What follows belongs to an exercise in optimizing a design on an open flow for small area, a short achievable clock period and few clock cycles; a production flow would make more cautious choices. Function was checked by simulation only, so behaviour that the tests miss may differ from the original. Power and IR drop assume default switching activity.

==> design.v <==
`timescale 1ns/100ps
`default_nettype none
module m1(
input logic Clock,
input logic StartBit,
input logic Resetn,
input logic [15:0] ReadData,
output logic [15:0] WriteData,
output logic [17:0] SRAM_Address,
output logic Wen,
output logic StopBit
);
localparam logic [17:0] U_BASE   = 18'd38400;
localparam logic [17:0] V_BASE   = 18'd57600;
localparam logic [17:0] RGB_BASE = 18'd146944;
logic        run;
logic [4:0]  p;        
logic [15:0] S;        
logic [2:0]  m5;       
logic [17:0] Wa;       
logic        w5, w6;   
logic        wr;       
logic        f0, f1, f157, f158, f159, quirk;    
logic        last;     
assign Wen = ~wr;
always_ff @(posedge Clock or negedge Resetn) begin
	if (~Resetn) begin
		run <= 1'b0;
		p <= 5'b00001;
		S <= 16'd0;
		m5 <= 3'd0;
		Wa <= RGB_BASE;
		w5 <= 1'b0;
		w6 <= 1'b0;
		f0 <= 1'b0;
		f1 <= 1'b0;
		f157 <= 1'b0;
		f158 <= 1'b0;
		f159 <= 1'b0;
		quirk <= 1'b0;
		SRAM_Address <= 18'd0;
		wr <= 1'b0;
		last <= 1'b0;
		StopBit <= 1'b0;
	end else if (~run) begin
		if (StartBit && p[0]) begin
			run <= 1'b1;
			SRAM_Address <= U_BASE;
		end
	end else begin
		p <= {p[3:0], p[4]};
		wr <= 1'b0;
		if (p[0] | p[2] | p[3]) begin
			SRAM_Address <= Wa;
			if (p[0] ? w6 : w5) begin
				wr <= 1'b1;
				Wa <= Wa + 18'd1;
			end
			if (p[0] & w6 & (&Wa)) last <= 1'b1;
		end
		if (p[1]) begin
			SRAM_Address <= {2'b00, S - 16'd4};
			if (last) begin
				StopBit <= 1'b1;
				run <= 1'b0;
				p <= 5'b00000;
			end
		end
		if (p[4]) begin
			S <= S + 16'd1;
			m5 <= (m5 == 3'd4) ? 3'd0 : m5 + 3'd1;
			f0 <= f159;
			f1 <= f0;
			f157 <= (S[4:0] == 5'd0) && (m5 == 3'd0);    
			f158 <= f157;
			f159 <= f158;
			quirk <= (S == 16'd5);
			if (S == 16'd4) w5 <= 1'b1;
			if (S == 16'd5) w6 <= 1'b1;
			SRAM_Address <= (S[0] ? U_BASE + 18'd1 : V_BASE) + {3'b000, S[15:1]};
		end
	end
end
logic [7:0] ur [0:5];
logic [7:0] vr [0:5];
logic [15:0] upend;
logic [7:0]  vpend;
wire ins = run & p[2];
always_ff @(posedge Clock) begin
	for (int k = 0; k < 5; k++) begin
		ur[k] <= ur[k+1];
		vr[k] <= vr[k+1];
	end
	ur[5] <= ur[0];
	vr[5] <= vr[0];
	if (ins) begin
		ur[0] <= S[0] ? upend[15:8] : upend[7:0];
		vr[0] <= S[0] ? ReadData[15:8] : vpend;
	end
	if (ins & ~S[0]) upend <= ReadData;
	if (ins & S[0]) vpend <= ReadData[7:0];
end
logic usel;
always_ff @(posedge Clock) usel <= p[2];
logic [7:0] w [0:5];
always_comb begin
	if (usel) for (int k = 0; k < 6; k++) w[k] = ur[5-k];
	else      for (int k = 0; k < 6; k++) w[k] = vr[(10-k) % 6];
end
logic [7:0] a1, b1, a2, b2, a3, b3;
always_comb begin
	a1 = w[2];
	b1 = f159 ? w[2] : w[3];
	a2 = f0 ? w[2] : w[1];
	b2 = f159 ? w[2] : f158 ? w[3] : w[4];
	a3 = f0 ? w[2] : f1 ? w[1] : w[0];
	b3 = f159 ? w[2] : f158 ? w[3] : (f157 || quirk) ? w[4] : w[5];
end
logic [8:0] s1, s2, s3;
always_ff @(posedge Clock) begin
	s1 <= a1 + b1;
	s2 <= a2 + b2;
	s3 <= a3 + b3;
end
wire [8:0] io;
wire [10:0] io3;
m1_interp u_interp(.Clock(Clock), .s1(s1), .s2(s2), .s3(s3), .o(io), .o3(io3));
logic [8:0] uo;     
always_ff @(posedge Clock) uo <= io;
logic [7:0] yb, yl;
always_ff @(posedge Clock) begin
	yb <= p[4] ? ReadData[15:8] : yl;
	if (p[4]) yl <= ReadData[7:0];
end
wire [7:0] ue = ur[1];
wire [7:0] ve = vr[1];
wire [8:0] eu = {ue[7], ~ue[7], ue[6:0]};
wire [8:0] ev = {ve[7], ~ve[7], ve[6:0]};
logic esel;
always_ff @(posedge Clock) esel <= p[4];
wire [8:0] xu = esel ? eu : uo;
wire [22:0] xt;
m1_yterm u_yterm(.Y(yb), .T(xt));
logic [22:0] pt;
logic [8:0] pu, pv;
logic [10:0] pu3, pv3;
always_ff @(posedge Clock) begin
	pt <= xt;
	pu <= xu;
	pu3 <= {xu, 1'b0} + {2'b00, xu};
	if (esel) begin
		pv <= ev;
		pv3 <= {ev, 1'b0} + {2'b00, ev};
	end else begin
		pv <= io;
		pv3 <= io3;
	end
end
wire [7:0] rr, gg, bb;
m1_pix u_pix(.Clock(Clock), .T(pt), .U(pu), .U3(pu3), .V(pv), .V3(pv3), .R(rr), .G(gg), .B(bb));
logic [7:0]  bh;
logic [15:0] gbh;
always_ff @(posedge Clock) begin
	bh <= bb;
	if (p[3]) gbh <= {gg, bb};
	if (p[2])      WriteData <= {rr, gg};
	else if (p[3]) WriteData <= {bh, rr};
	else           WriteData <= gbh;
end
endmodule
module m1_yterm(
input logic [7:0] Y,
output logic [24:2] T
);
wire yt_1 = Y[0] ^ Y[3];
wire yt_2 = Y[0] & Y[3];
wire yt_3 = Y[1] ^ Y[4];
wire yt_4 = Y[1] & Y[4];
wire yt_5 = Y[2] ^ Y[5];
wire yt_6 = Y[2] & Y[5];
wire yt_7 = Y[0] ^ Y[2];
wire yt_8 = Y[0] & Y[2];
wire yt_9 = Y[1] ^ Y[3] ^ Y[5];
wire yt_10 = (Y[1] & Y[3]) | (Y[1] & Y[5]) | (Y[3] & Y[5]);
wire yt_11 = Y[2] ^ Y[4] ^ Y[6];
wire yt_12 = (Y[2] & Y[4]) | (Y[2] & Y[6]) | (Y[4] & Y[6]);
wire yt_13 = Y[5] ^ Y[7] ^ yt_1;
wire yt_14 = (Y[5] & Y[7]) | (Y[5] & yt_1) | (Y[7] & yt_1);
wire yt_15 = Y[6] ^ yt_2 ^ yt_3;
wire yt_16 = (Y[6] & yt_2) | (Y[6] & yt_3) | (yt_2 & yt_3);
wire yt_17 = Y[7] ^ yt_4 ^ yt_5;
wire yt_18 = (Y[7] & yt_4) | (Y[7] & yt_5) | (yt_4 & yt_5);
wire yt_19 = Y[3] ^ Y[6] ^ yt_6;
wire yt_20 = (Y[3] & Y[6]) | (Y[3] & yt_6) | (Y[6] & yt_6);
wire yt_21 = Y[4] ^ Y[7];
wire yt_22 = Y[4] & Y[7];
wire yt_23 = Y[0] ^ Y[2];
wire yt_24 = Y[0] & Y[2];
wire yt_25 = ~1'b0 ^ Y[1] ^ Y[3];
wire yt_26 = (~1'b0 & Y[1]) | (~1'b0 & Y[3]) | (Y[1] & Y[3]);
wire yt_27 = ~1'b0 ^ Y[4] ^ yt_7;
wire yt_28 = (~1'b0 & Y[4]) | (~1'b0 & yt_7) | (Y[4] & yt_7);
wire yt_29 = ~1'b0 ^ yt_8 ^ yt_9;
wire yt_30 = (~1'b0 & yt_8) | (~1'b0 & yt_9) | (yt_8 & yt_9);
wire yt_31 = ~1'b0 ^ yt_10 ^ yt_11;
wire yt_32 = (~1'b0 & yt_10) | (~1'b0 & yt_11) | (yt_10 & yt_11);
wire yt_33 = ~1'b0 ^ yt_12 ^ yt_13;
wire yt_34 = (~1'b0 & yt_12) | (~1'b0 & yt_13) | (yt_12 & yt_13);
wire yt_35 = ~1'b0 ^ yt_14 ^ yt_15;
wire yt_36 = (~1'b0 & yt_14) | (~1'b0 & yt_15) | (yt_14 & yt_15);
wire yt_37 = ~1'b0 ^ yt_16 ^ yt_17;
wire yt_38 = (~1'b0 & yt_16) | (~1'b0 & yt_17) | (yt_16 & yt_17);
wire yt_39 = ~1'b0 ^ yt_18 ^ yt_19;
wire yt_40 = (~1'b0 & yt_18) | (~1'b0 & yt_19) | (yt_18 & yt_19);
wire yt_41 = ~1'b0 ^ yt_21 ^ yt_20;
wire yt_42 = (~1'b0 & yt_21) | (~1'b0 & yt_20) | (yt_21 & yt_20);
wire yt_43 = ~1'b0 ^ Y[5] ^ yt_22;
wire yt_44 = (~1'b0 & Y[5]) | (~1'b0 & yt_22) | (Y[5] & yt_22);
wire yt_45 = ~1'b0 ^ Y[6];
wire yt_46 = ~1'b0 & Y[6];
wire yt_47 = ~1'b0 ^ Y[7];
wire yt_48 = ~1'b0 & Y[7];
wire [24:0] yt_a = {yt_48, yt_46, yt_44, yt_42, yt_40, yt_38, yt_36, yt_34, yt_32, yt_30, yt_28, yt_26, yt_24, yt_23, ~1'b0, Y[0], ~Y[6], ~Y[5], ~Y[4], ~Y[3], ~Y[2], ~Y[1], ~1'b0, 1'b0, 1'b0};
wire [24:0] yt_b = {~1'b0, yt_47, yt_45, yt_43, yt_41, yt_39, yt_37, yt_35, yt_33, yt_31, yt_29, yt_27, yt_25, ~1'b0, Y[1], ~Y[7], 1'b0, 1'b0, 1'b0, 1'b0, 1'b0, 1'b0, ~Y[0], 1'b0, 1'b0};
wire [24:0] yts = yt_a + yt_b;
assign T = yts[24:2];
endmodule
module m1_pix(
input logic Clock,
input logic [24:2] T,
input logic [8:0] U,
input logic [10:0] U3,
input logic [8:0] V,
input logic [10:0] V3,
output logic [7:0] R,
output logic [7:0] G,
output logic [7:0] B
);
wire r_1 = T[8] ^ V[1];
wire r_2 = T[8] & V[1];
wire r_3 = T[9] ^ V[2];
wire r_4 = T[9] & V[2];
wire r_5 = T[10] ^ V[3] ^ V[6];
wire r_6 = (T[10] & V[3]) | (T[10] & V[6]) | (V[3] & V[6]);
wire r_7 = T[11] ^ V3[0] ^ V[4];
wire r_8 = (T[11] & V3[0]) | (T[11] & V[4]) | (V3[0] & V[4]);
wire r_9 = T[12] ^ V3[1];
wire r_10 = T[12] & V3[1];
wire r_11 = T[15] ^ V3[0];
wire r_12 = T[15] & V3[0];
wire r_13 = T[6] ^ V[2];
wire r_14 = T[6] & V[2];
wire r_15 = T[7] ^ V[0] ^ V[3];
wire r_16 = (T[7] & V[0]) | (T[7] & V[3]) | (V[0] & V[3]);
wire r_17 = V[4] ^ V3[8] ^ r_1;
wire r_18 = (V[4] & V3[8]) | (V[4] & r_1) | (V3[8] & r_1);
wire r_19 = V[5] ^ V3[9] ^ r_2;
wire r_20 = (V[5] & V3[9]) | (V[5] & r_2) | (V3[9] & r_2);
wire r_21 = V3[10] ^ r_4 ^ r_5;
wire r_22 = (V3[10] & r_4) | (V3[10] & r_5) | (r_4 & r_5);
wire r_23 = V[7] ^ r_6 ^ r_7;
wire r_24 = (V[7] & r_6) | (V[7] & r_7) | (r_6 & r_7);
wire r_25 = V[5] ^ V[8] ^ r_9;
wire r_26 = (V[5] & V[8]) | (V[5] & r_9) | (V[8] & r_9);
wire r_27 = T[13] ^ V3[2] ^ V[6];
wire r_28 = (T[13] & V3[2]) | (T[13] & V[6]) | (V3[2] & V[6]);
wire r_29 = T[14] ^ V3[3] ^ V[7];
wire r_30 = (T[14] & V3[3]) | (T[14] & V[7]) | (V3[3] & V[7]);
wire r_31 = V3[4] ^ V[8] ^ r_11;
wire r_32 = (V3[4] & V[8]) | (V3[4] & r_11) | (V[8] & r_11);
wire r_33 = T[16] ^ V3[1] ^ V3[5];
wire r_34 = (T[16] & V3[1]) | (T[16] & V3[5]) | (V3[1] & V3[5]);
wire r_35 = T[17] ^ V3[2];
wire r_36 = T[17] & V3[2];
wire r_37 = T[18] ^ V3[3] ^ V3[7];
wire r_38 = (T[18] & V3[3]) | (T[18] & V3[7]) | (V3[3] & V3[7]);
wire r_39 = T[19] ^ V3[4];
wire r_40 = T[19] & V3[4];
wire r_41 = T[20] ^ V3[5] ^ V3[9];
wire r_42 = (T[20] & V3[5]) | (T[20] & V3[9]) | (V3[5] & V3[9]);
wire r_43 = T[21] ^ V3[6];
wire r_44 = T[21] & V3[6];
wire r_45 = T[22] ^ V3[7];
wire r_46 = T[22] & V3[7];
wire r_47 = T[4] ^ V[0];
wire r_48 = T[4] & V[0];
wire r_49 = T[5] ^ V[1] ^ V3[5];
wire r_50 = (T[5] & V[1]) | (T[5] & V3[5]) | (V[1] & V3[5]);
wire r_51 = ~1'b0 ^ V3[6] ^ r_13;
wire r_52 = (~1'b0 & V3[6]) | (~1'b0 & r_13) | (V3[6] & r_13);
wire r_53 = V3[7] ^ r_14 ^ r_15;
wire r_54 = (V3[7] & r_14) | (V3[7] & r_15) | (r_14 & r_15);
wire r_55 = ~1'b0 ^ r_16 ^ r_17;
wire r_56 = (~1'b0 & r_16) | (~1'b0 & r_17) | (r_16 & r_17);
wire r_57 = r_3 ^ r_18 ^ r_19;
wire r_58 = (r_3 & r_18) | (r_3 & r_19) | (r_18 & r_19);
wire r_59 = ~1'b0 ^ r_20 ^ r_21;
wire r_60 = (~1'b0 & r_20) | (~1'b0 & r_21) | (r_20 & r_21);
wire r_61 = ~1'b0 ^ r_22 ^ r_23;
wire r_62 = (~1'b0 & r_22) | (~1'b0 & r_23) | (r_22 & r_23);
wire r_63 = r_8 ^ r_25 ^ r_24;
wire r_64 = (r_8 & r_25) | (r_8 & r_24) | (r_25 & r_24);
wire r_65 = r_10 ^ r_27 ^ r_26;
wire r_66 = (r_10 & r_27) | (r_10 & r_26) | (r_27 & r_26);
wire r_67 = ~1'b0 ^ r_28 ^ r_29;
wire r_68 = (~1'b0 & r_28) | (~1'b0 & r_29) | (r_28 & r_29);
wire r_69 = ~1'b0 ^ r_30 ^ r_31;
wire r_70 = (~1'b0 & r_30) | (~1'b0 & r_31) | (r_30 & r_31);
wire r_71 = r_12 ^ r_33 ^ r_32;
wire r_72 = (r_12 & r_33) | (r_12 & r_32) | (r_33 & r_32);
wire r_73 = V3[6] ^ r_35 ^ r_34;
wire r_74 = (V3[6] & r_35) | (V3[6] & r_34) | (r_35 & r_34);
wire r_75 = ~1'b0 ^ r_36 ^ r_37;
wire r_76 = (~1'b0 & r_36) | (~1'b0 & r_37) | (r_36 & r_37);
wire r_77 = V3[8] ^ r_39 ^ r_38;
wire r_78 = (V3[8] & r_39) | (V3[8] & r_38) | (r_39 & r_38);
wire r_79 = ~1'b0 ^ r_40 ^ r_41;
wire r_80 = (~1'b0 & r_40) | (~1'b0 & r_41) | (r_40 & r_41);
wire r_81 = V3[10] ^ r_43 ^ r_42;
wire r_82 = (V3[10] & r_43) | (V3[10] & r_42) | (r_43 & r_42);
wire r_83 = ~1'b0 ^ r_44 ^ r_45;
wire r_84 = (~1'b0 & r_44) | (~1'b0 & r_45) | (r_44 & r_45);
wire r_85 = T[23] ^ V3[8] ^ r_46;
wire r_86 = (T[23] & V3[8]) | (T[23] & r_46) | (V3[8] & r_46);
wire r_87 = T[24] ^ V3[9];
wire r_88 = T[24] & V3[9];
wire r_89 = ~1'b0 ^ V3[10];
wire r_90 = ~1'b0 & V3[10];
wire [26:0] r_a = {r_90, r_88, r_86, r_84, r_82, r_80, r_78, r_76, r_74, r_72, r_70, r_68, r_66, r_64, r_62, r_60, r_58, r_56, r_54, r_52, r_50, r_48, r_47, T[3], T[2], V3[1], V3[0]};
wire [26:0] r_b = {~1'b0, r_89, r_87, r_85, r_83, r_81, r_79, r_77, r_75, r_73, r_71, r_69, r_67, r_65, r_63, r_61, r_59, r_57, r_55, r_53, r_51, r_49, V3[4], V3[3], V3[2], 1'b0, 1'b0};
wire [20:0] r_lo = {1'b0, r_a[19:0]} + {1'b0, r_b[19:0]};
logic [26:20] r_ha, r_hb;
logic r_c;
logic [19:16] r_l;
always_ff @(posedge Clock) begin
	r_ha <= r_a[26:20];
	r_hb <= r_b[26:20];
	r_c <= r_lo[20];
	r_l <= r_lo[19:16];
end
wire [26:20] r_s = r_ha + r_hb + {{(6){1'b0}}, r_c};
wire [26:16] r_f = {r_s, r_l};
assign R = r_f[26] ? 8'd0 : (|r_f[25:24]) ? 8'd255 : r_f[23:16];
wire g_1 = ~1'b0 ^ ~U3[2];
wire g_2 = ~1'b0 & ~U3[2];
wire g_3 = 1'b0 ^ U3[3] ^ V[1];
wire g_4 = (1'b0 & U3[3]) | (1'b0 & V[1]) | (U3[3] & V[1]);
wire g_5 = ~U3[4] ^ ~V[2];
wire g_6 = ~U3[4] & ~V[2];
wire g_7 = 1'b0 ^ U3[5] ^ V[3];
wire g_8 = (1'b0 & U3[5]) | (1'b0 & V[3]) | (U3[5] & V[3]);
wire g_9 = ~1'b0 ^ ~U3[6];
wire g_10 = ~1'b0 & ~U3[6];
wire g_11 = ~U[0] ^ ~U3[7];
wire g_12 = ~U[0] & ~U3[7];
wire g_13 = 1'b0 ^ U[1] ^ U3[8];
wire g_14 = (1'b0 & U[1]) | (1'b0 & U3[8]) | (U[1] & U3[8]);
wire g_15 = U[2] ^ U3[9] ^ V[0];
wire g_16 = (U[2] & U3[9]) | (U[2] & V[0]) | (U3[9] & V[0]);
wire g_17 = U3[0] ^ U[3] ^ U3[10];
wire g_18 = (U3[0] & U[3]) | (U3[0] & U3[10]) | (U[3] & U3[10]);
wire g_19 = ~V[1] ^ ~V[8];
wire g_20 = ~V[1] & ~V[8];
wire g_21 = U3[1] ^ U[4] ^ V3[0];
wire g_22 = (U3[1] & U[4]) | (U3[1] & V3[0]) | (U[4] & V3[0]);
wire g_23 = T[14] ^ ~V[2];
wire g_24 = T[14] & ~V[2];
wire g_25 = 1'b0 ^ U3[2] ^ U[5];
wire g_26 = (1'b0 & U3[2]) | (1'b0 & U[5]) | (U3[2] & U[5]);
wire g_27 = ~T[15] ^ V3[1] ^ V[3];
wire g_28 = (~T[15] & V3[1]) | (~T[15] & V[3]) | (V3[1] & V[3]);
wire g_29 = 1'b0 ^ U3[3] ^ U[6];
wire g_30 = (1'b0 & U3[3]) | (1'b0 & U[6]) | (U3[3] & U[6]);
wire g_31 = ~T[16] ^ V3[2] ^ V[4];
wire g_32 = (~T[16] & V3[2]) | (~T[16] & V[4]) | (V3[2] & V[4]);
wire g_33 = U3[4] ^ U[7] ^ V3[3];
wire g_34 = (U3[4] & U[7]) | (U3[4] & V3[3]) | (U[7] & V3[3]);
wire g_35 = T[17] ^ ~V[5];
wire g_36 = T[17] & ~V[5];
wire g_37 = U3[5] ^ U[8] ^ V3[4];
wire g_38 = (U3[5] & U[8]) | (U3[5] & V3[4]) | (U[8] & V3[4]);
wire g_39 = T[18] ^ ~V[6];
wire g_40 = T[18] & ~V[6];
wire g_41 = 1'b0 ^ U3[6] ^ V3[5];
wire g_42 = (1'b0 & U3[6]) | (1'b0 & V3[5]) | (U3[6] & V3[5]);
wire g_43 = T[19] ^ ~V[7];
wire g_44 = T[19] & ~V[7];
wire g_45 = 1'b0 ^ U3[7] ^ V3[6];
wire g_46 = (1'b0 & U3[7]) | (1'b0 & V3[6]) | (U3[7] & V3[6]);
wire g_47 = T[20] ^ ~V[8];
wire g_48 = T[20] & ~V[8];
wire g_49 = 1'b0 ^ U3[8] ^ V3[7];
wire g_50 = (1'b0 & U3[8]) | (1'b0 & V3[7]) | (U3[8] & V3[7]);
wire g_51 = ~1'b0 ^ ~U3[9];
wire g_52 = ~1'b0 & ~U3[9];
wire g_53 = ~1'b0 ^ ~U3[10];
wire g_54 = ~1'b0 & ~U3[10];
wire g_55 = ~1'b0 ^ ~U3[0];
wire g_56 = ~1'b0 & ~U3[0];
wire g_57 = ~U3[1] ^ ~V[4];
wire g_58 = ~U3[1] & ~V[4];
wire g_59 = ~T[5] ^ V[0] ^ V[5];
wire g_60 = (~T[5] & V[0]) | (~T[5] & V[5]) | (V[0] & V[5]);
wire g_61 = T[6] ^ ~V[6] ^ g_2;
wire g_62 = (T[6] & ~V[6]) | (T[6] & g_2) | (~V[6] & g_2);
wire g_63 = T[7] ^ ~V[7] ^ g_5;
wire g_64 = (T[7] & ~V[7]) | (T[7] & g_5) | (~V[7] & g_5);
wire g_65 = T[8] ^ ~V[8] ^ g_6;
wire g_66 = (T[8] & ~V[8]) | (T[8] & g_6) | (~V[8] & g_6);
wire g_67 = T[9] ^ ~V[4] ^ g_9;
wire g_68 = (T[9] & ~V[4]) | (T[9] & g_9) | (~V[4] & g_9);
wire g_69 = T[10] ^ g_10 ^ g_11;
wire g_70 = (T[10] & g_10) | (T[10] & g_11) | (g_10 & g_11);
wire g_71 = T[11] ^ ~V[6] ^ g_12;
wire g_72 = (T[11] & ~V[6]) | (T[11] & g_12) | (~V[6] & g_12);
wire g_73 = V[7] ^ g_14 ^ g_15;
wire g_74 = (V[7] & g_14) | (V[7] & g_15) | (g_14 & g_15);
wire g_75 = T[13] ^ g_19 ^ ~g_16;
wire g_76 = (T[13] & g_19) | (T[13] & ~g_16) | (g_19 & ~g_16);
wire g_77 = g_20 ^ g_23 ^ ~g_18;
wire g_78 = (g_20 & g_23) | (g_20 & ~g_18) | (g_23 & ~g_18);
wire g_79 = g_22 ^ g_25 ^ g_27;
wire g_80 = (g_22 & g_25) | (g_22 & g_27) | (g_25 & g_27);
wire g_81 = g_26 ^ g_28 ^ g_29;
wire g_82 = (g_26 & g_28) | (g_26 & g_29) | (g_28 & g_29);
wire g_83 = g_30 ^ g_32 ^ g_33;
wire g_84 = (g_30 & g_32) | (g_30 & g_33) | (g_32 & g_33);
wire g_85 = g_36 ^ g_39 ^ ~g_34;
wire g_86 = (g_36 & g_39) | (g_36 & ~g_34) | (g_39 & ~g_34);
wire g_87 = g_40 ^ g_43 ^ ~g_38;
wire g_88 = (g_40 & g_43) | (g_40 & ~g_38) | (g_43 & ~g_38);
wire g_89 = g_44 ^ g_47 ^ ~g_42;
wire g_90 = (g_44 & g_47) | (g_44 & ~g_42) | (g_47 & ~g_42);
wire g_91 = T[21] ^ g_48 ^ ~g_46;
wire g_92 = (T[21] & g_48) | (T[21] & ~g_46) | (g_48 & ~g_46);
wire g_93 = T[22] ^ ~V3[8] ^ g_51;
wire g_94 = (T[22] & ~V3[8]) | (T[22] & g_51) | (~V3[8] & g_51);
wire g_95 = T[23] ^ g_52 ^ g_53;
wire g_96 = (T[23] & g_52) | (T[23] & g_53) | (g_52 & g_53);
wire g_97 = 1'b0 ^ ~T[24] ^ V3[10];
wire g_98 = (1'b0 & ~T[24]) | (1'b0 & V3[10]) | (~T[24] & V3[10]);
wire g_99 = T[3] ^ g_55;
wire g_100 = T[3] & g_55;
wire g_101 = T[4] ^ g_56 ^ g_57;
wire g_102 = (T[4] & g_56) | (T[4] & g_57) | (g_56 & g_57);
wire g_103 = g_58 ^ g_1 ^ ~g_59;
wire g_104 = (g_58 & g_1) | (g_58 & ~g_59) | (g_1 & ~g_59);
wire g_105 = g_60 ^ g_3 ^ ~g_61;
wire g_106 = (g_60 & g_3) | (g_60 & ~g_61) | (g_3 & ~g_61);
wire g_107 = ~g_4 ^ g_62 ^ g_63;
wire g_108 = (~g_4 & g_62) | (~g_4 & g_63) | (g_62 & g_63);
wire g_109 = ~g_7 ^ g_64 ^ g_65;
wire g_110 = (~g_7 & g_64) | (~g_7 & g_65) | (g_64 & g_65);
wire g_111 = ~g_8 ^ g_66 ^ g_67;
wire g_112 = (~g_8 & g_66) | (~g_8 & g_67) | (g_66 & g_67);
wire g_113 = ~V[5] ^ g_68 ^ g_69;
wire g_114 = (~V[5] & g_68) | (~V[5] & g_69) | (g_68 & g_69);
wire g_115 = ~g_13 ^ g_70 ^ g_71;
wire g_116 = (~g_13 & g_70) | (~g_13 & g_71) | (g_70 & g_71);
wire g_117 = T[12] ^ g_72 ^ ~g_73;
wire g_118 = (T[12] & g_72) | (T[12] & ~g_73) | (g_72 & ~g_73);
wire g_119 = g_17 ^ g_74 ^ ~g_75;
wire g_120 = (g_17 & g_74) | (g_17 & ~g_75) | (g_74 & ~g_75);
wire g_121 = ~g_21 ^ g_76 ^ g_77;
wire g_122 = (~g_21 & g_76) | (~g_21 & g_77) | (g_76 & g_77);
wire g_123 = g_24 ^ g_78 ^ ~g_79;
wire g_124 = (g_24 & g_78) | (g_24 & ~g_79) | (g_78 & ~g_79);
wire g_125 = g_31 ^ g_80 ^ g_81;
wire g_126 = (g_31 & g_80) | (g_31 & g_81) | (g_80 & g_81);
wire g_127 = ~g_35 ^ g_82 ^ g_83;
wire g_128 = (~g_35 & g_82) | (~g_35 & g_83) | (g_82 & g_83);
wire g_129 = g_37 ^ g_84 ^ ~g_85;
wire g_130 = (g_37 & g_84) | (g_37 & ~g_85) | (g_84 & ~g_85);
wire g_131 = ~g_41 ^ g_86 ^ g_87;
wire g_132 = (~g_41 & g_86) | (~g_41 & g_87) | (g_86 & g_87);
wire g_133 = ~g_45 ^ g_88 ^ g_89;
wire g_134 = (~g_45 & g_88) | (~g_45 & g_89) | (g_88 & g_89);
wire g_135 = ~g_49 ^ g_90 ^ g_91;
wire g_136 = (~g_49 & g_90) | (~g_49 & g_91) | (g_90 & g_91);
wire g_137 = ~g_50 ^ g_92 ^ g_93;
wire g_138 = (~g_50 & g_92) | (~g_50 & g_93) | (g_92 & g_93);
wire g_139 = ~V3[9] ^ g_94 ^ g_95;
wire g_140 = (~V3[9] & g_94) | (~V3[9] & g_95) | (g_94 & g_95);
wire g_141 = g_54 ^ ~g_97 ^ g_96;
wire g_142 = (g_54 & ~g_97) | (g_54 & g_96) | (~g_97 & g_96);
wire [26:0] g_a = {~1'b0, g_142, g_140, g_138, g_136, g_134, g_132, ~g_130, ~g_128, ~g_126, g_124, g_122, ~g_120, g_118, g_116, g_114, g_112, g_110, g_108, ~g_106, g_104, g_102, g_100, g_99, T[2], ~V[1], ~1'b0};
wire [26:0] g_b = {1'b0, ~g_98, g_141, g_139, g_137, g_135, g_133, g_131, ~g_129, ~g_127, ~g_125, g_123, g_121, ~g_119, g_117, g_115, g_113, g_111, g_109, g_107, ~g_105, g_103, g_101, ~V[3], ~V[2], 1'b0, ~V[0]};
wire [16:0] g_lo = {1'b0, g_a[15:0]} + {1'b0, g_b[15:0]};
logic [26:16] g_ha, g_hb;
logic g_c;
always_ff @(posedge Clock) begin
	g_ha <= g_a[26:16];
	g_hb <= g_b[26:16];
	g_c <= g_lo[16];
end
wire [26:16] g_s = g_ha + g_hb + {{(10){1'b0}}, g_c};
wire [26:16] g_f = g_s;
assign G = g_f[26] ? 8'd0 : (|g_f[25:24]) ? 8'd255 : g_f[23:16];
wire b_1 = T[8] ^ U[1];
wire b_2 = T[8] & U[1];
wire b_3 = T[9] ^ U[2];
wire b_4 = T[9] & U[2];
wire b_5 = T[10] ^ U[0] ^ U[3];
wire b_6 = (T[10] & U[0]) | (T[10] & U[3]) | (U[0] & U[3]);
wire b_7 = U3[7] ^ U3[10];
wire b_8 = U3[7] & U3[10];
wire b_9 = T[11] ^ U[1] ^ U[4];
wire b_10 = (T[11] & U[1]) | (T[11] & U[4]) | (U[1] & U[4]);
wire b_11 = T[12] ^ U[2];
wire b_12 = T[12] & U[2];
wire b_13 = T[13] ^ U[3];
wire b_14 = T[13] & U[3];
wire b_15 = T[14] ^ U[4];
wire b_16 = T[14] & U[4];
wire b_17 = T[15] ^ U[5];
wire b_18 = T[15] & U[5];
wire b_19 = T[6] ^ U3[3];
wire b_20 = T[6] & U3[3];
wire b_21 = T[7] ^ U[0] ^ U3[4];
wire b_22 = (T[7] & U[0]) | (T[7] & U3[4]) | (U[0] & U3[4]);
wire b_23 = U3[5] ^ U3[8] ^ b_1;
wire b_24 = (U3[5] & U3[8]) | (U3[5] & b_1) | (U3[8] & b_1);
wire b_25 = U3[6] ^ U3[9] ^ b_2;
wire b_26 = (U3[6] & U3[9]) | (U3[6] & b_2) | (U3[9] & b_2);
wire b_27 = b_4 ^ b_7 ^ b_5;
wire b_28 = (b_4 & b_7) | (b_4 & b_5) | (b_7 & b_5);
wire b_29 = U3[8] ^ b_8 ^ b_6;
wire b_30 = (U3[8] & b_8) | (U3[8] & b_6) | (b_8 & b_6);
wire b_31 = U[5] ^ U3[9] ^ b_11;
wire b_32 = (U[5] & U3[9]) | (U[5] & b_11) | (U3[9] & b_11);
wire b_33 = U[6] ^ U3[10] ^ b_12;
wire b_34 = (U[6] & U3[10]) | (U[6] & b_12) | (U3[10] & b_12);
wire b_35 = U[7] ^ b_14 ^ b_15;
wire b_36 = (U[7] & b_14) | (U[7] & b_15) | (b_14 & b_15);
wire b_37 = U[8] ^ b_16 ^ b_17;
wire b_38 = (U[8] & b_16) | (U[8] & b_17) | (b_16 & b_17);
wire b_39 = T[16] ^ U[6];
wire b_40 = T[16] & U[6];
wire b_41 = T[17] ^ U[0];
wire b_42 = T[17] & U[0];
wire b_43 = T[18] ^ U[1];
wire b_44 = T[18] & U[1];
wire b_45 = T[19] ^ U[2];
wire b_46 = T[19] & U[2];
wire b_47 = T[3] ^ U3[0];
wire b_48 = T[3] & U3[0];
wire b_49 = T[4] ^ U3[1] ^ U3[4];
wire b_50 = (T[4] & U3[1]) | (T[4] & U3[4]) | (U3[1] & U3[4]);
wire b_51 = T[5] ^ U3[2] ^ U3[5];
wire b_52 = (T[5] & U3[2]) | (T[5] & U3[5]) | (U3[2] & U3[5]);
wire b_53 = ~1'b0 ^ U3[6] ^ b_19;
wire b_54 = (~1'b0 & U3[6]) | (~1'b0 & b_19) | (U3[6] & b_19);
wire b_55 = U3[7] ^ b_20 ^ b_21;
wire b_56 = (U3[7] & b_20) | (U3[7] & b_21) | (b_20 & b_21);
wire b_57 = ~1'b0 ^ b_22 ^ b_23;
wire b_58 = (~1'b0 & b_22) | (~1'b0 & b_23) | (b_22 & b_23);
wire b_59 = b_3 ^ b_24 ^ b_25;
wire b_60 = (b_3 & b_24) | (b_3 & b_25) | (b_24 & b_25);
wire b_61 = ~1'b0 ^ b_26 ^ b_27;
wire b_62 = (~1'b0 & b_26) | (~1'b0 & b_27) | (b_26 & b_27);
wire b_63 = b_9 ^ b_28 ^ b_29;
wire b_64 = (b_9 & b_28) | (b_9 & b_29) | (b_28 & b_29);
wire b_65 = b_10 ^ b_30 ^ b_31;
wire b_66 = (b_10 & b_30) | (b_10 & b_31) | (b_30 & b_31);
wire b_67 = b_13 ^ b_32 ^ b_33;
wire b_68 = (b_13 & b_32) | (b_13 & b_33) | (b_32 & b_33);
wire b_69 = ~1'b0 ^ b_34 ^ b_35;
wire b_70 = (~1'b0 & b_34) | (~1'b0 & b_35) | (b_34 & b_35);
wire b_71 = ~1'b0 ^ b_36 ^ b_37;
wire b_72 = (~1'b0 & b_36) | (~1'b0 & b_37) | (b_36 & b_37);
wire b_73 = b_18 ^ b_39 ^ b_38;
wire b_74 = (b_18 & b_39) | (b_18 & b_38) | (b_39 & b_38);
wire b_75 = U[7] ^ b_40 ^ b_41;
wire b_76 = (U[7] & b_40) | (U[7] & b_41) | (b_40 & b_41);
wire b_77 = U[8] ^ b_42 ^ b_43;
wire b_78 = (U[8] & b_42) | (U[8] & b_43) | (b_42 & b_43);
wire b_79 = ~1'b0 ^ b_44 ^ b_45;
wire b_80 = (~1'b0 & b_44) | (~1'b0 & b_45) | (b_44 & b_45);
wire b_81 = T[20] ^ U[3] ^ b_46;
wire b_82 = (T[20] & U[3]) | (T[20] & b_46) | (U[3] & b_46);
wire b_83 = ~1'b0 ^ T[21] ^ U[4];
wire b_84 = (~1'b0 & T[21]) | (~1'b0 & U[4]) | (T[21] & U[4]);
wire b_85 = ~1'b0 ^ T[22] ^ U[5];
wire b_86 = (~1'b0 & T[22]) | (~1'b0 & U[5]) | (T[22] & U[5]);
wire b_87 = ~1'b0 ^ T[23] ^ U[6];
wire b_88 = (~1'b0 & T[23]) | (~1'b0 & U[6]) | (T[23] & U[6]);
wire b_89 = ~1'b0 ^ T[24] ^ U[7];
wire b_90 = (~1'b0 & T[24]) | (~1'b0 & U[7]) | (T[24] & U[7]);
wire [26:0] b_a = {~1'b0, b_90, b_88, b_86, b_84, b_82, b_80, b_78, b_76, b_74, b_72, b_70, b_68, b_66, b_64, b_62, b_60, b_58, b_56, b_54, b_52, b_50, b_48, b_47, T[2], U3[1], U3[0]};
wire [26:0] b_b = {1'b0, U[8], b_89, b_87, b_85, b_83, b_81, b_79, b_77, b_75, b_73, b_71, b_69, b_67, b_65, b_63, b_61, b_59, b_57, b_55, b_53, b_51, b_49, U3[3], U3[2], 1'b0, 1'b0};
wire [20:0] b_lo = {1'b0, b_a[19:0]} + {1'b0, b_b[19:0]};
logic [26:20] b_ha, b_hb;
logic b_c;
logic [19:16] b_l;
always_ff @(posedge Clock) begin
	b_ha <= b_a[26:20];
	b_hb <= b_b[26:20];
	b_c <= b_lo[20];
	b_l <= b_lo[19:16];
end
wire [26:20] b_s = b_ha + b_hb + {{(6){1'b0}}, b_c};
wire [26:16] b_f = {b_s, b_l};
assign B = b_f[26] ? 8'd0 : (|b_f[25:24]) ? 8'd255 : b_f[23:16];
endmodule
module m1_interp(
input logic Clock,
input logic [8:0] s1,
input logic [8:0] s2,
input logic [8:0] s3,
output logic [8:0] o,
output logic [10:0] o3
);
wire ip_1 = s1[0] ^ s1[2];
wire ip_2 = s1[0] & s1[2];
wire ip_3 = s1[1] ^ s1[3];
wire ip_4 = s1[1] & s1[3];
wire ip_5 = s1[0] ^ s2[1];
wire ip_6 = s1[0] & s2[1];
wire ip_7 = 1'b0 ^ s1[6] ^ s2[0];
wire ip_8 = (1'b0 & s1[6]) | (1'b0 & s2[0]) | (s1[6] & s2[0]);
wire ip_9 = s1[1] ^ s2[2] ^ s3[2];
wire ip_10 = (s1[1] & s2[2]) | (s1[1] & s3[2]) | (s2[2] & s3[2]);
wire ip_11 = 1'b0 ^ s1[7] ^ s2[1];
wire ip_12 = (1'b0 & s1[7]) | (1'b0 & s2[1]) | (s1[7] & s2[1]);
wire ip_13 = s2[3] ^ s3[3] ^ s3[5];
wire ip_14 = (s2[3] & s3[3]) | (s2[3] & s3[5]) | (s3[3] & s3[5]);
wire ip_15 = s3[7] ^ ip_1;
wire ip_16 = s3[7] & ip_1;
wire ip_17 = s1[8] ^ s2[2] ^ s2[6];
wire ip_18 = (s1[8] & s2[2]) | (s1[8] & s2[6]) | (s2[2] & s2[6]);
wire ip_19 = s2[4] ^ s3[4] ^ s3[6];
wire ip_20 = (s2[4] & s3[4]) | (s2[4] & s3[6]) | (s3[4] & s3[6]);
wire ip_21 = s3[8] ^ ip_2 ^ ip_3;
wire ip_22 = (s3[8] & ip_2) | (s3[8] & ip_3) | (ip_2 & ip_3);
wire ip_23 = ~1'b0 ^ s1[2] ^ s1[4];
wire ip_24 = (~1'b0 & s1[2]) | (~1'b0 & s1[4]) | (s1[2] & s1[4]);
wire ip_25 = s2[3] ^ ~s2[5] ^ s2[7];
wire ip_26 = (s2[3] & ~s2[5]) | (s2[3] & s2[7]) | (~s2[5] & s2[7]);
wire ip_27 = s3[5] ^ s3[7] ^ ip_4;
wire ip_28 = (s3[5] & s3[7]) | (s3[5] & ip_4) | (s3[7] & ip_4);
wire ip_29 = ~1'b0 ^ s1[3] ^ s1[5];
wire ip_30 = (~1'b0 & s1[3]) | (~1'b0 & s1[5]) | (s1[3] & s1[5]);
wire ip_31 = s2[4] ^ ~s2[6] ^ s2[8];
wire ip_32 = (s2[4] & ~s2[6]) | (s2[4] & s2[8]) | (~s2[6] & s2[8]);
wire ip_33 = s3[6] ^ s3[8];
wire ip_34 = s3[6] & s3[8];
wire ip_35 = s1[4] ^ s1[6] ^ s2[7];
wire ip_36 = (s1[4] & s1[6]) | (s1[4] & s2[7]) | (s1[6] & s2[7]);
wire ip_37 = s1[5] ^ s1[7];
wire ip_38 = s1[5] & s1[7];
wire ip_39 = ~1'b0 ^ ~s1[2];
wire ip_40 = ~1'b0 & ~s1[2];
wire ip_41 = ~s1[3] ^ ~s2[1];
wire ip_42 = ~s1[3] & ~s2[1];
wire ip_43 = s1[4] ^ ~s2[0] ^ s2[2];
wire ip_44 = (s1[4] & ~s2[0]) | (s1[4] & s2[2]) | (~s2[0] & s2[2]);
wire ip_45 = s3[0] ^ s3[2];
wire ip_46 = s3[0] & s3[2];
wire ip_47 = s1[5] ^ s2[3] ^ ~s3[1];
wire ip_48 = (s1[5] & s2[3]) | (s1[5] & ~s3[1]) | (s2[3] & ~s3[1]);
wire ip_49 = s3[3] ^ s3[5] ^ ip_5;
wire ip_50 = (s3[3] & s3[5]) | (s3[3] & ip_5) | (s3[5] & ip_5);
wire ip_51 = s3[4] ^ s3[6] ^ ip_6;
wire ip_52 = (s3[4] & s3[6]) | (s3[4] & ip_6) | (s3[6] & ip_6);
wire ip_53 = s2[4] ^ ip_7 ^ ~ip_9;
wire ip_54 = (s2[4] & ip_7) | (s2[4] & ~ip_9) | (ip_7 & ~ip_9);
wire ip_55 = s2[5] ^ ip_8 ^ ip_11;
wire ip_56 = (s2[5] & ip_8) | (s2[5] & ip_11) | (ip_8 & ip_11);
wire ip_57 = ip_10 ^ ip_13 ^ ip_15;
wire ip_58 = (ip_10 & ip_13) | (ip_10 & ip_15) | (ip_13 & ip_15);
wire ip_59 = ip_12 ^ ~ip_14 ^ ip_17;
wire ip_60 = (ip_12 & ~ip_14) | (ip_12 & ip_17) | (~ip_14 & ip_17);
wire ip_61 = ip_19 ^ ip_16 ^ ip_21;
wire ip_62 = (ip_19 & ip_16) | (ip_19 & ip_21) | (ip_16 & ip_21);
wire ip_63 = ~ip_18 ^ ip_20 ^ ip_23;
wire ip_64 = (~ip_18 & ip_20) | (~ip_18 & ip_23) | (ip_20 & ip_23);
wire ip_65 = ~ip_25 ^ ip_22 ^ ip_27;
wire ip_66 = (~ip_25 & ip_22) | (~ip_25 & ip_27) | (ip_22 & ip_27);
wire ip_67 = ip_33 ^ ip_24 ^ ip_29;
wire ip_68 = (ip_33 & ip_24) | (ip_33 & ip_29) | (ip_24 & ip_29);
wire ip_69 = ip_26 ^ ip_31 ^ ~ip_28;
wire ip_70 = (ip_26 & ip_31) | (ip_26 & ~ip_28) | (ip_31 & ~ip_28);
wire ip_71 = s3[7] ^ ip_34 ^ ip_30;
wire ip_72 = (s3[7] & ip_34) | (s3[7] & ip_30) | (ip_34 & ip_30);
wire ip_73 = s2[5] ^ ip_32 ^ ~ip_35;
wire ip_74 = (s2[5] & ip_32) | (s2[5] & ~ip_35) | (ip_32 & ~ip_35);
wire ip_75 = 1'b0 ^ s2[6] ^ ~s2[8];
wire ip_76 = (1'b0 & s2[6]) | (1'b0 & ~s2[8]) | (s2[6] & ~s2[8]);
wire ip_77 = s3[8] ^ ip_37 ^ ip_36;
wire ip_78 = (s3[8] & ip_37) | (s3[8] & ip_36) | (ip_37 & ip_36);
wire ip_79 = ~1'b0 ^ s1[6] ^ s1[8];
wire ip_80 = (~1'b0 & s1[6]) | (~1'b0 & s1[8]) | (s1[6] & s1[8]);
wire ip_81 = ~s2[7] ^ ip_38;
wire ip_82 = ~s2[7] & ip_38;
wire ip_83 = ~1'b0 ^ ~s2[8];
wire ip_84 = ~1'b0 & ~s2[8];
wire ip_85 = s3[0] ^ s3[2];
wire ip_86 = s3[0] & s3[2];
wire ip_87 = s3[1] ^ s3[3] ^ ip_40;
wire ip_88 = (s3[1] & s3[3]) | (s3[1] & ip_40) | (s3[3] & ip_40);
wire ip_89 = s3[4] ^ ip_45 ^ ip_42;
wire ip_90 = (s3[4] & ip_45) | (s3[4] & ip_42) | (ip_45 & ip_42);
wire ip_91 = ~ip_46 ^ ip_44 ^ ip_47;
wire ip_92 = (~ip_46 & ip_44) | (~ip_46 & ip_47) | (ip_44 & ip_47);
wire ip_93 = ~ip_48 ^ ip_50 ^ ip_51;
wire ip_94 = (~ip_48 & ip_50) | (~ip_48 & ip_51) | (ip_50 & ip_51);
wire ip_95 = ~ip_52 ^ ip_54 ^ ip_55;
wire ip_96 = (~ip_52 & ip_54) | (~ip_52 & ip_55) | (ip_54 & ip_55);
wire ip_97 = ip_56 ^ ip_59 ^ ~ip_58;
wire ip_98 = (ip_56 & ip_59) | (ip_56 & ~ip_58) | (ip_59 & ~ip_58);
wire ip_99 = ip_63 ^ ip_62 ^ ip_65;
wire ip_100 = (ip_63 & ip_62) | (ip_63 & ip_65) | (ip_62 & ip_65);
wire ip_101 = ip_64 ^ ip_67 ^ ip_66;
wire ip_102 = (ip_64 & ip_67) | (ip_64 & ip_66) | (ip_67 & ip_66);
wire ip_103 = ip_68 ^ ip_71 ^ ~ip_73;
wire ip_104 = (ip_68 & ip_71) | (ip_68 & ~ip_73) | (ip_71 & ~ip_73);
wire ip_105 = ~ip_75 ^ ip_72 ^ ip_77;
wire ip_106 = (~ip_75 & ip_72) | (~ip_75 & ip_77) | (ip_72 & ip_77);
wire ip_107 = ip_79 ^ ip_81 ^ ip_78;
wire ip_108 = (ip_79 & ip_81) | (ip_79 & ip_78) | (ip_81 & ip_78);
wire ip_109 = s1[7] ^ ip_83 ^ ip_80;
wire ip_110 = (s1[7] & ip_83) | (s1[7] & ip_80) | (ip_83 & ip_80);
wire ip_111 = s1[8] ^ ip_84;
wire ip_112 = s1[8] & ip_84;
wire ip_113 = ~1'b0 ^ ~s1[0];
wire ip_114 = ~1'b0 & ~s1[0];
wire ip_115 = ~s1[1] ^ s3[1];
wire ip_116 = ~s1[1] & s3[1];
wire ip_117 = ~s2[0] ^ ip_85 ^ ip_39;
wire ip_118 = (~s2[0] & ip_85) | (~s2[0] & ip_39) | (ip_85 & ip_39);
wire ip_119 = ip_86 ^ ip_41 ^ ip_87;
wire ip_120 = (ip_86 & ip_41) | (ip_86 & ip_87) | (ip_41 & ip_87);
wire ip_121 = ~ip_43 ^ ip_88 ^ ip_89;
wire ip_122 = (~ip_43 & ip_88) | (~ip_43 & ip_89) | (ip_88 & ip_89);
wire ip_123 = ip_90 ^ ip_49 ^ ~ip_91;
wire ip_124 = (ip_90 & ip_49) | (ip_90 & ~ip_91) | (ip_49 & ~ip_91);
wire ip_125 = ip_92 ^ ip_53 ^ ~ip_93;
wire ip_126 = (ip_92 & ip_53) | (ip_92 & ~ip_93) | (ip_53 & ~ip_93);
wire ip_127 = ip_57 ^ ip_94 ^ ~ip_95;
wire ip_128 = (ip_57 & ip_94) | (ip_57 & ~ip_95) | (ip_94 & ~ip_95);
wire ip_129 = ~ip_61 ^ ip_96 ^ ip_97;
wire ip_130 = (~ip_61 & ip_96) | (~ip_61 & ip_97) | (ip_96 & ip_97);
wire ip_131 = ip_60 ^ ip_98 ^ ~ip_99;
wire ip_132 = (ip_60 & ip_98) | (ip_60 & ~ip_99) | (ip_98 & ~ip_99);
wire ip_133 = ~ip_69 ^ ip_100 ^ ip_101;
wire ip_134 = (~ip_69 & ip_100) | (~ip_69 & ip_101) | (ip_100 & ip_101);
wire ip_135 = ~ip_70 ^ ip_103 ^ ip_102;
wire ip_136 = (~ip_70 & ip_103) | (~ip_70 & ip_102) | (ip_103 & ip_102);
wire ip_137 = ~ip_74 ^ ip_105 ^ ip_104;
wire ip_138 = (~ip_74 & ip_105) | (~ip_74 & ip_104) | (ip_105 & ip_104);
wire ip_139 = ~ip_76 ^ ip_106 ^ ip_107;
wire ip_140 = (~ip_76 & ip_106) | (~ip_76 & ip_107) | (ip_106 & ip_107);
wire ip_141 = ip_82 ^ ip_109 ^ ip_108;
wire ip_142 = (ip_82 & ip_109) | (ip_82 & ip_108) | (ip_109 & ip_108);
wire ip_143 = ~1'b0 ^ ip_111 ^ ip_110;
wire ip_144 = (~1'b0 & ip_111) | (~1'b0 & ip_110) | (ip_111 & ip_110);
wire ip_145 = ~1'b0 ^ ip_112;
wire ip_146 = ~1'b0 & ip_112;
wire [16:0] ip_a = {ip_144, ip_142, ip_140, ip_138, ip_136, ip_134, ~ip_132, ~ip_130, ip_128, ~ip_126, ip_124, ip_122, ip_120, ip_118, ip_116, ip_114, ip_113};
wire [16:0] ip_b = {ip_145, ip_143, ip_141, ip_139, ip_137, ip_135, ip_133, ~ip_131, ~ip_129, ip_127, ~ip_125, ip_123, ip_121, ip_119, ip_117, ip_115, s3[0]};
wire [10:0] ip_lo = {1'b0, ip_a[9:0]} + {1'b0, ip_b[9:0]};
logic [16:10] ip_ha, ip_hb;
logic ip_c;
logic [9:8] ip_l;
always_ff @(posedge Clock) begin
	ip_ha <= ip_a[16:10];
	ip_hb <= ip_b[16:10];
	ip_c <= ip_lo[10];
	ip_l <= ip_lo[9:8];
end
wire [16:10] ip_s = ip_ha + ip_hb + {{(6){1'b0}}, ip_c};
wire [16:8] ip_f = {ip_s, ip_l};
assign o = ip_f;
assign o3 = {o, 1'b0} + {2'b00, o};
endmodule
==> flow/run.sh <==
#!/bin/bash
# Standard synthesis, then the standard layout with stronger port buffers,
# a clock tree with a strong root buffer and larger sink clusters, and
# timing repair aimed below the design's clock period. Each make run's
# full output goes to its own log here; ORFS keeps per-step logs in orfs/logs.
set -euo pipefail
bash standard.sh synth > synth.log 2>&1
bash standard.sh "BUFFER_PORTS_ARGS=-buffer_cell sky130_fd_sc_hd__buf_4" "SETUP_SLACK_MARGIN=8.5" \
  "CTS_ARGS=-sink_clustering_enable -repair_clock_nets -buf_list sky130_fd_sc_hd__clkbuf_16 -root_buf sky130_fd_sc_hd__clkbuf_16 -sink_clustering_size 26 -sink_clustering_max_diameter 150" \
  finish > layout.log 2>&1
==> standard.sh <==
#!/bin/bash
# synth_recipe.tcl (not shown) runs the flow's synth.tcl, then flattens the netlist and writes it again
# the make line also repeats each setting of config.mk as NAME=value (left out here)
make -C /OpenROAD-flow-scripts/flow DESIGN_CONFIG=/design/flow/config.mk WORK_HOME=/design/flow/orfs CLKGATE_MAP_FILE= SYNTH_SCRIPT=/design/flow/synth_recipe.tcl "${@:-finish}"
==> config.mk <==
export PLATFORM = sky130hd
export DESIGN_NAME = m1
export DESIGN_NICKNAME = m1
export VERILOG_FILES = /design/flow/design.v
export SDC_FILE = /design/flow/constraint.sdc
export NUM_CORES = 4
export LEC_CHECK = 0
export CAP_MARGIN = 20
export CORE_MARGIN = 2
export CORE_UTILIZATION = 70
export SLEW_MARGIN = 20
==> constraint.sdc <==
create_clock -name core_clock -period 12.0 [get_ports {Clock}]
set_input_delay 2.4000 -clock core_clock [delete_from_list [all_inputs] [get_ports {Clock}]]
set_output_delay 2.4000 -clock core_clock [all_outputs]
set_load 0.01 [all_outputs]
==> results of run 1 <==
[area by class of cell]
type / count / area [sq um]
clock buffer: 21 / 526
clock inverter: 10 / 63.8
fill: 2293 / 7780
inverter: 413 / 1550
multi-input combinational: 1447 / 13200
sequential: 420 / 9300
tap: 448 / 561
timing repair buffer: 87 / 716
[worst min-delay path by stage]
stage / cells after the start / end
2_1_floorplan: 0 / vr[2][7]$_DFF_P_
3_3_place_gp: 0 / ur[2][4]$_DFF_P_
3_5_place_dp: 0 / ur[2][2]$_DFF_P_
4_1_cts: 0 / vr[1][4]$_DFF_P_
5_1_grt: 0 / ur[2][2]$_DFF_P_
6_report: 0 / vr[4][4]$_DFF_P_
[cells by family after synthesis]
family / Yosys count
AO/OA/AOI/OAI: 401
flip-flops: 420
AND/OR/NAND/NOR: 397
multiplexers: 99
buffers and inverters: 463
adder cells (fa/ha/maj): 421
XOR/XNOR: 129
[state kept, by name, indices dropped and copies added (netlist names), 16 cells and up]
signal,count
S,16
SRAM_Address,18
Wa,18
WriteData,16
gbh,16
pt,23
upend,16
ur,48
vr,48
[routing by layer]
layer | global-route usage [%] | routed length [um]
met5 | 0 | 0
met4 | 9.21 | 1770
met3 | 5.57 | 3870
met2 | 51.4 | 25200
met1 | 44.9 | 24900
[power groups by stage]
stage | combinational, mW | sequential [mW] | clock [mW]
after global routing | 0.0134 | 1.42 | 0.828
final | 0.0120 | 1.42 | 0.770
after global placement | 0.0121 | 1.45 | 0
after CTS | 0.0124 | 1.42 | 0.780
after detailed placement | 0.0123 | 1.45 | 0
after floorplan | 0.0000915 | 1.45 | 0
[layout by cell type, fill, tap and decap left out, drive strengths merged, types with 6 or more instances in the layout]
| cell | count |
|---|---|
| mux2 | 41 |
| mux4 | 9 |
| a32oi | 6 |
| nor4 | 6 |
| inv | 420 |
| fa | 163 |
| or2 | 12 |
| clkbuf | 22 |
| nand2 | 133 |
| o21ai | 127 |
| o21bai | 12 |
| nor3 | 22 |
| nand2b | 15 |
| nor2b | 13 |
| o31ai | 7 |
| a31oi | 6 |
| dfrtp | 65 |
| dfstp | 7 |
| nand4 | 12 |
| o211ai | 15 |
| edfxtp | 48 |
| dfxtp | 300 |
| buf | 86 |
| xor2 | 36 |
| nor2 | 119 |
| a21oi | 116 |
| xnor2 | 93 |
| o21a | 13 |
| mux2i | 49 |
| ha | 258 |
| nand3 | 27 |
| a21o | 31 |
| and2 | 8 |
| a211oi | 17 |
| and3 | 11 |
[cells in the mapped netlist (6+ instances only)]
library cell	count
nor2_1	118
a32oi_1	6
dfstp_2	7
a211oi_1	16
dfxtp_1	300
mux4_2	9
nand3_1	27
o21bai_1	12
nand2b_1	15
nand2_1	133
nor2b_1	13
dfrtp_1	65
inv_1	412
a21oi_1	116
or2_2	12
o31ai_1	6
nor3_1	22
mux2_2	41
a31oi_1	6
nand4_1	12
edfxtp_1	48
xor2_1	36
o21a_1	13
mux2i_1	49
o21ai_0	124
nor4_1	6
a21o_1	30
and3_1	10
o211ai_1	15
fa_1	163
buf_1	6
clkbuf_1	39
and2_1	8
ha_1	258
xnor2_1	93
[stage by stage]
| stage | worst slack [ps] | power [mW] | instances | utilization, % |
|---|---|---|---|---|
| after floorplan | 8580 | 1.45 | 2330 | - |
| after global placement | 8380 | 1.46 | 2791 | 74.0 |
| after detailed placement | 8200 | 1.46 | 2791 | 74.0 |
| after CTS | 8470 | 2.21 | 2831 | 76.1 |
| after global routing | 8450 | 2.26 | 2846 | 76.9 |
| final | 8470 | 2.20 | 2846 | 76.9 |
[repair_timing]
item | CTS | global route
buffers inserted | 9 | 15
pin swaps | 1 | 8
resized for setup | 15 | 55
cloned | 0 | 0
endpoints found under the setup margin | 21 | 46
==> impl_metrics.py, run 1 <==
metrics = {
    "grt": {
        "grt_first_pass_wirelength_um": 89100,
        "grt_pass1_vias": 16800,
        "grt_max_degree": 73,
        "grt_use_total_pct": 31.9,
        "antenna_found_initial": 0,
        "overflow": 0,
    },
    "floorplan": {
        "coreArea_sq_mm": 0.0337,
        "die_area_sq_mm": 0.0359,
        "boundaryPins": 55,
        "die_h_um": 190,
        "initial_core_util_pct": 71.6,
        "die_x_um": 190,
        "rows": 67,
    },
    "yosys": {
        "synthFlopType": "dfxtp_1",
        "synth_mux_area_share_pct": 4.79,
        "synth_xor_area_share_pct": 4.69,
        "synth_top_cell_by_area": "dfxtp_1",
        "synth_top_family_by_area": "adder cells",
        "synth_nets": 2770,
        "synth_simple_gate_area_share_pct": 7.61,
        "syn-cell-area_sq_mm": 0.0241,
        "synth_edf_count": 48,
        "synth.distinct_cells": 76,
        "synthAdderAreaFrac_pct": 26.9,
        "synth.top_cell.area_share_pct": 24.9,
        "synthTopCellsByArea": "dfxtp_1, fa_1, ha_1, dfrtp_1, inv_1",
        "seq_area_frac_synth_pct": 38.4,
        "synthCells": 2330,
        "syn_area_per_cell_sq_um": 10.3,
        "synthArstFlopShare_pct": 17.1,
        "ys_seq_elements": 420,
        "ys_warn_count": 6,
        "synth-compound-area-share_pct": 10.4,
    },
    "status": {
        "status": "complete, no violations",
    },
    "critical_path": {
        "worst_ep_arrival_time_ps": 1130,
        "r2r-end": "u_pix.r_l[17]$_DFF_P_",
        "slowest_stage": "dfrtp_1",
        "reg2reg_depth": 14,
        "critPathKind": "register to output pin",
        "crit_end": "SRAM_Address[0]",
        "reg2reg_slack_ps": 8610,
        "critical_path_buf_inv_count": 1,
        "critPathLaunch": "SRAM_Address[0]$_DFFE_PN0P_",
        "cp.required_ps": 9600,
        "crit_path_end_kind": "output pin",
        "cp-start-kind": "register",
        "cp_cell_sequence": "buf_6",
        "path_depth": 1,
        "critPathTopFamily": "flip-flops",
        "max_stage_delay_ps": 450,
        "critPathMaxFanout": 2,
        "reg2reg_from": "pt[9]$_DFF_P_",
    },
    "place": {
        "gp_congestion": 0.994,
        "io_buffers": 54,
        "dpl_cell_area_sq_mm": 0.0250,
        "dp_hpwl_um": 44300,
    },
    "cts": {
        "clk_pin_slew_ps": 100,
        "cts_tree": "yes",
        "numCtsBuffers": 20,
        "h-tree-depth": 1,
        "clk_path_buf_depth": 3,
        "clk_latency_ps": 540,
        "cts-root-buf": "clkbuf_16",
        "cts.sinks": 420,
        "ctsHoldBuffers": 0,
    },
    "cells_and_area": {
        "nets": 2829,
        "drive_gt1_share_pct": 9.63,
        "n_antenna_cell": 0,
        "post-route-cell-area_sq_mm": 0.0259,
        "area_growth_pct": 7.48,
    },
    "timing": {
        "fin_setup_tns_ps": 0,
        "finalHoldViolCount": 0,
        "period_needed_ps": 3530,
        "timing.final.crit_share_pct": 29.5,
        "slew_headroom_pct": 30.9,
        "fmax_mhz": 283,
        "rsz0062_at_grt": "yes",
        "clock-skew-final_ps": 27.7,
        "setup_viol_count_final": 0,
        "drv_slew": 0,
        "holdWs_ps": 347,
        "worst_pin_slew_ps": 1040,
    },
    "power": {
        "p_comb_share_pct": 0.5,
        "power_frac_clock_pct": 35.0,
        "switchingPower_uw": 454,
        "p_sw_share_pct": 20.7,
        "p_leak_nw": 12.0,
        "ir_worst_vdd_mv": 0.115,
        "power.density_mw_per_mm2": 84.9,
        "p_int_mw": 1.75,
        "pwr-share-seq_pct": 64.5,
    },
    "route": {
        "wl_per_cell_um": 19.6,
        "drc": 0,
        "via_per_inst": 5.76,
        "first_iter_violations": 1310,
        "antenna_left": 0,
        "wl_um": 55800,
        "num_vias": 16400,
        "dr.pass1.iters": 5,
    },
    "worst_hold_path": {
        "hp-start": "vr[5][4]$_DFF_P_",
        "hold_path.class": "register to register",
    },
    "job": {
        "maxCapViolCount": 0,
    },
}
Testbench counts, summed over its fixed seeds: cycles 1,152,168.
==> run 2: changes to the inputs <==
--- a/design.v
+++ b/design.v
@@ -17,7 +17,7 @@
 logic [4:0]  p;        
 logic [15:0] S;        
 logic [2:0]  m5;       
-logic [17:0] Wa;       
+logic [16:0] Wa;       
 logic        w5, w6;   
 logic        wr;       
 logic        f0, f1, f157, f158, f159, quirk;    
@@ -29,7 +29,7 @@
 		p <= 5'b00001;
 		S <= 16'd0;
 		m5 <= 3'd0;
-		Wa <= RGB_BASE;
+		Wa <= RGB_BASE[16:0];
 		w5 <= 1'b0;
 		w6 <= 1'b0;
 		f0 <= 1'b0;
@@ -51,10 +51,10 @@
 		p <= {p[3:0], p[4]};
 		wr <= 1'b0;
 		if (p[0] | p[2] | p[3]) begin
-			SRAM_Address <= Wa;
+			SRAM_Address <= {1'b1, Wa};
 			if (p[0] ? w6 : w5) begin
 				wr <= 1'b1;
-				Wa <= Wa + 18'd1;
+				Wa <= Wa + 17'd1;
 			end
 			if (p[0] & w6 & (&Wa)) last <= 1'b1;
 		end
@@ -130,7 +130,7 @@
 logic [7:0] yb, yl;
 always_ff @(posedge Clock) begin
 	yb <= p[4] ? ReadData[15:8] : yl;
-	if (p[4]) yl <= ReadData[7:0];
+	yl <= ReadData[7:0];    
 end
 wire [7:0] ue = ur[1];
 wire [7:0] ve = vr[1];
--- a/flow/run.sh
+++ b/flow/run.sh
@@ -5,6 +5,6 @@
 # full output goes to its own log here; ORFS keeps per-step logs in orfs/logs.
 set -euo pipefail
 bash standard.sh synth > synth.log 2>&1
-bash standard.sh "BUFFER_PORTS_ARGS=-buffer_cell sky130_fd_sc_hd__buf_4" "SETUP_SLACK_MARGIN=8.5" \
+bash standard.sh "BUFFER_PORTS_ARGS=-buffer_cell sky130_fd_sc_hd__buf_4" "SETUP_SLACK_MARGIN=8.3" \
   "CTS_ARGS=-sink_clustering_enable -repair_clock_nets -buf_list sky130_fd_sc_hd__clkbuf_16 -root_buf sky130_fd_sc_hd__clkbuf_16 -sink_clustering_size 26 -sink_clustering_max_diameter 150" \
   finish > layout.log 2>&1
--- a/config.mk
+++ b/config.mk
@@ -7,5 +7,5 @@
 export LEC_CHECK = 0
 export CAP_MARGIN = 20
 export CORE_MARGIN = 2
-export CORE_UTILIZATION = 70
+export CORE_UTILIZATION = 60
 export SLEW_MARGIN = 20
==> run 2 against run 1 <==
  * Still clean
  * Clock power hardly changed
  * Count of clock-buffer cells in the layout shrank 1
  * Fmax decreased by 1.0%
  * Setup slack got worse by 37 ps
  * Core utilization shrank 12 points
  * Sequential share of layout area fell by 0.59 points
  * Register-to-register slack worse by 110 ps
  * Largest power group unchanged
  * Power grew 72%
  * Critical path type unchanged
  * Die area is 18% higher
  * Highest routed layer is now met5
  * Worst hold slack got worse by 15 ps
  * Sequential power increased by 17%
  * Flip-flop and latch count shrank 1
==> impl_metrics.py, run 2 <==
metrics = {
    "grt": {
        "grt_first_pass_wirelength_um": 89900,
        "grt_max_degree": 72,
        "grt_use_total_pct": 27.6,
        "antenna_found_initial": 1,
        "overflow": 0,
        "grt_pass1_vias": 16600,
    },
    "timing": {
        "worst_pin_slew_ps": 934,
        "fmax_mhz": 280,
        "worst_slack_ps": 8430,
        "holdWs_ps": 332,
        "finalHoldViolCount": 0,
        "setup_viol_count_final": 0,
        "slew_headroom_pct": 37.5,
        "clock-skew-final_ps": 26.0,
        "rsz0062_at_grt": "no",
        "fin_setup_tns_ps": 0,
        "drv_slew": 0,
        "timing.final.crit_share_pct": 29.8,
        "period_needed_ps": 3570,
    },
    "route": {
        "first_iter_violations": 951,
        "via_per_inst": 5.55,
        "wl_um": 56200,
        "wl_per_cell_um": 19.0,
        "drc": 0,
        "antenna_left": 0,
        "dr.pass1.iters": 5,
        "num_vias": 16400,
    },
    "yosys": {
        "ys_seq_elements": 419,
        "synthTopCellsByArea": "dfxtp_1, fa_1, ha_1, dfrtp_1, inv_1",
        "synth_edf_count": 40,
        "synthArstFlopShare_pct": 16.9,
        "synth.distinct_cells": 81,
        "yosysMostFrequentCell": "inv_1",
        "seq_area_frac_synth_pct": 37.5,
        "synthTopCellsByCount": "inv_1, dfxtp_1, ha_1",
        "syn_area_per_cell_sq_um": 10.2,
        "synth_top_cell_by_area": "dfxtp_1",
        "synthFlopType": "dfxtp_1",
        "syn-cell-area_sq_mm": 0.0244,
        "synth.top_cell.area_share_pct": 25.2,
        "synth_nets": 2834,
        "synthCells": 2393,
        "ys_warn_count": 6,
    },
    "cells_and_area": {
        "nets": 2864,
        "post-route-cell-area_sq_mm": 0.0259,
        "postLayoutCoreUtil_pct": 65.0,
        "drive_gt1_share_pct": 6.71,
        "largestRegisters": "ur: 48 flops, vr: 48 flops, pt: 23 flops",
        "layout_commonest_cell": "inv_1",
        "final_cell_mix": "inv_1, dfxtp_1, ha_1",
        "n_antenna_cell": 0,
        "area_growth_pct": 6.21,
        "fillCellCount": 3278,
    },
    "critical_path": {
        "critical_path_buf_inv_count": 1,
        "critPathKind": "register to output pin",
        "cp-start-kind": "register",
        "max_stage_delay_ps": 440,
        "slowest_stage": "dfrtp_1",
        "critPathMaxFanout": 2,
        "cp_cell_sequence": "buf_4",
        "worst_ep_arrival_time_ps": 1170,
        "critPathTopFamily": "flip-flops",
        "cp.required_ps": 9600,
        "crit_path_end_kind": "output pin",
    },
    "power": {
        "p_leak_nw": 12.1,
        "power.density_mw_per_mm2": 146,
        "ir_worst_vdd_mv": 0.130,
    },
    "cts": {
        "cts.sinks": 419,
        "clk_path_buf_depth": 3,
        "cts-root-buf": "clkbuf_16",
        "numCtsBuffers": 20,
        "cts_tree": "yes",
        "clk_pin_slew_ps": 100,
        "h-tree-depth": 1,
        "ctsHoldBuffers": 0,
        "clk_latency_ps": 560,
    },
    "floorplan": {
        "die_h_um": 206,
        "die_area_sq_mm": 0.0423,
        "die_x_um": 206,
        "initial_core_util_pct": 61.2,
        "rows": 73,
        "boundaryPins": 55,
        "coreArea_sq_mm": 0.0399,
    },
    "place": {
        "io_buffers": 54,
        "gp_congestion": 0.958,
        "dp_hpwl_um": 45400,
        "dpl_cell_area_sq_mm": 0.0253,
        "pre_cts_ws_ps": 8290,
    },
    "status": {
        "status": "complete, no violations",
    },
    "job": {
        "maxCapViolCount": 0,
    },
    "worst_hold_path": {
        "hold_path.class": "register to register",
    },
}
## run 2: worst paths after layout
| kind | from | cells past startpoint | slack, ps | endpoint |
|---|---|---|---|---|
| setup / recovery | SRAM_Address[0]$_DFFE_PN0P_ | 1 | 8430 | SRAM_Address[0] |
| hold / removal | vr[2][0]$_DFF_P_ | 0 | 330 | vr[1][0]$_DFF_P_ |
| setup reg to reg | pt[8]$_DFF_P_ | 12 | 8500 | u_pix.b_l[19]$_DFF_P_ |
| hold reg to reg | vr[2][0]$_DFF_P_ | 0 | 330 | vr[1][0]$_DFF_P_ |
| max in group asynchronous | Resetn | 1 | 9430 | m5[2]$_DFFE_PN0P_ |
| min in group asynchronous | Resetn | 1 | 1940 | StopBit$_DFFE_PN0P_ |
## run 2: layout make-up
cell class / count / area [sq um] / area share [%]
multi-input cells: 1497 / 13500 / 52.0
repair buffers: 66 / 499 / 1.92
inverters: 419 / 1570 / 6.06
clock inverters: 10 / 76.3 / 0.294
clock buffers: 20 / 500 / 1.93
well taps: 525 / 657 / 2.53
flip-flops and latches: 419 / 9150 / 35.3
## run 2: where the power goes
part           internal [mW]  total (mW)  switching, mW
Clock                  0.312       0.770          0.458
Sequential              1.57        1.66         0.0891
Combinational          0.577        1.35          0.774
## run 2: cells by family after synthesis
kind of cell | count (synthesis) | synth area share (%)
compound gates | 429 | 11.3
xor+xnor | 127 | 4.55
fa+ha+maj | 422 | 26.6
buf+inv | 477 | 7.39
flops | 419 | 37.5
mux | 95 | 4.49
simple gates | 424 | 8.14
## run 2: repair_timing
item                       in CTS  in global routing
resized for setup               1                  4
cloned                          0                  0
setup endpoints to repair       1                  7
setup buffers                   0                  0
## run 2: stage by stage
step | total power [mW] | cells
3_5_place_dp | 3.04 | 2926
5_1_grt | 4.05 | 2956
6_report | 3.78 | 2956
3_3_place_gp | 3.00 | 2926
4_1_cts | 3.81 | 2956
2_1_floorplan | 2.67 | 2393
## run 2: metal layers
| layer | global-route usage, % | vias to the layer above | part of all wire [%] |
|---|---|---|---|
| li1 | - | 7995 | - |
| met1 | 35.8 | 7985 | 44 |
| met2 | 47.3 | 322 | 48 |
| met3 | 3.61 | 101 | 4.2 |
| met4 | 9.79 | 2 | 4.0 |
| met5 | 0 | - | 0.023 |
Testbench counts of run 2, summed over its fixed seeds: cycles 1,152,168.

port drivers added, routing unchanged:
In the flow no input, the clock included, has a driving cell. The finished layouts below were timed again as built, in two steps.
Step 1 assumes that a clkbuf_16 drives the clock port and a buf_2 every other input.
Step 2, shift: input delay + t, output delay - t, t = (earliest + latest rising clock arrival at the registers) / 2. This alone moves slack from input paths to output paths.
Three values: no drivers, after step 1, after step 2; two values: the first two.
| run | t (ns) | slack for setup (ns) | latest minus earliest clock arrival (ns) | slew at the worst register clock pin (ns) | worst slew at a driven data input, ns |
|---|---|---|---|---|---|
| run 1 | 0.589 | 8.465 / 8.409 / 8.435 | 0.037 / 0.038 | 0.11 / 0.11 | 0.04 |
| run 2 | 0.609 | 8.428 / 8.370 / 8.322 | 0.035 / 0.035 | 0.11 / 0.11 | 0.07 |
After both steps every run listed still meets setup and hold. For run 2, which loses most, drivers alone change the setup slack by -0.058 ns; drivers and shift together by -0.106 ns.
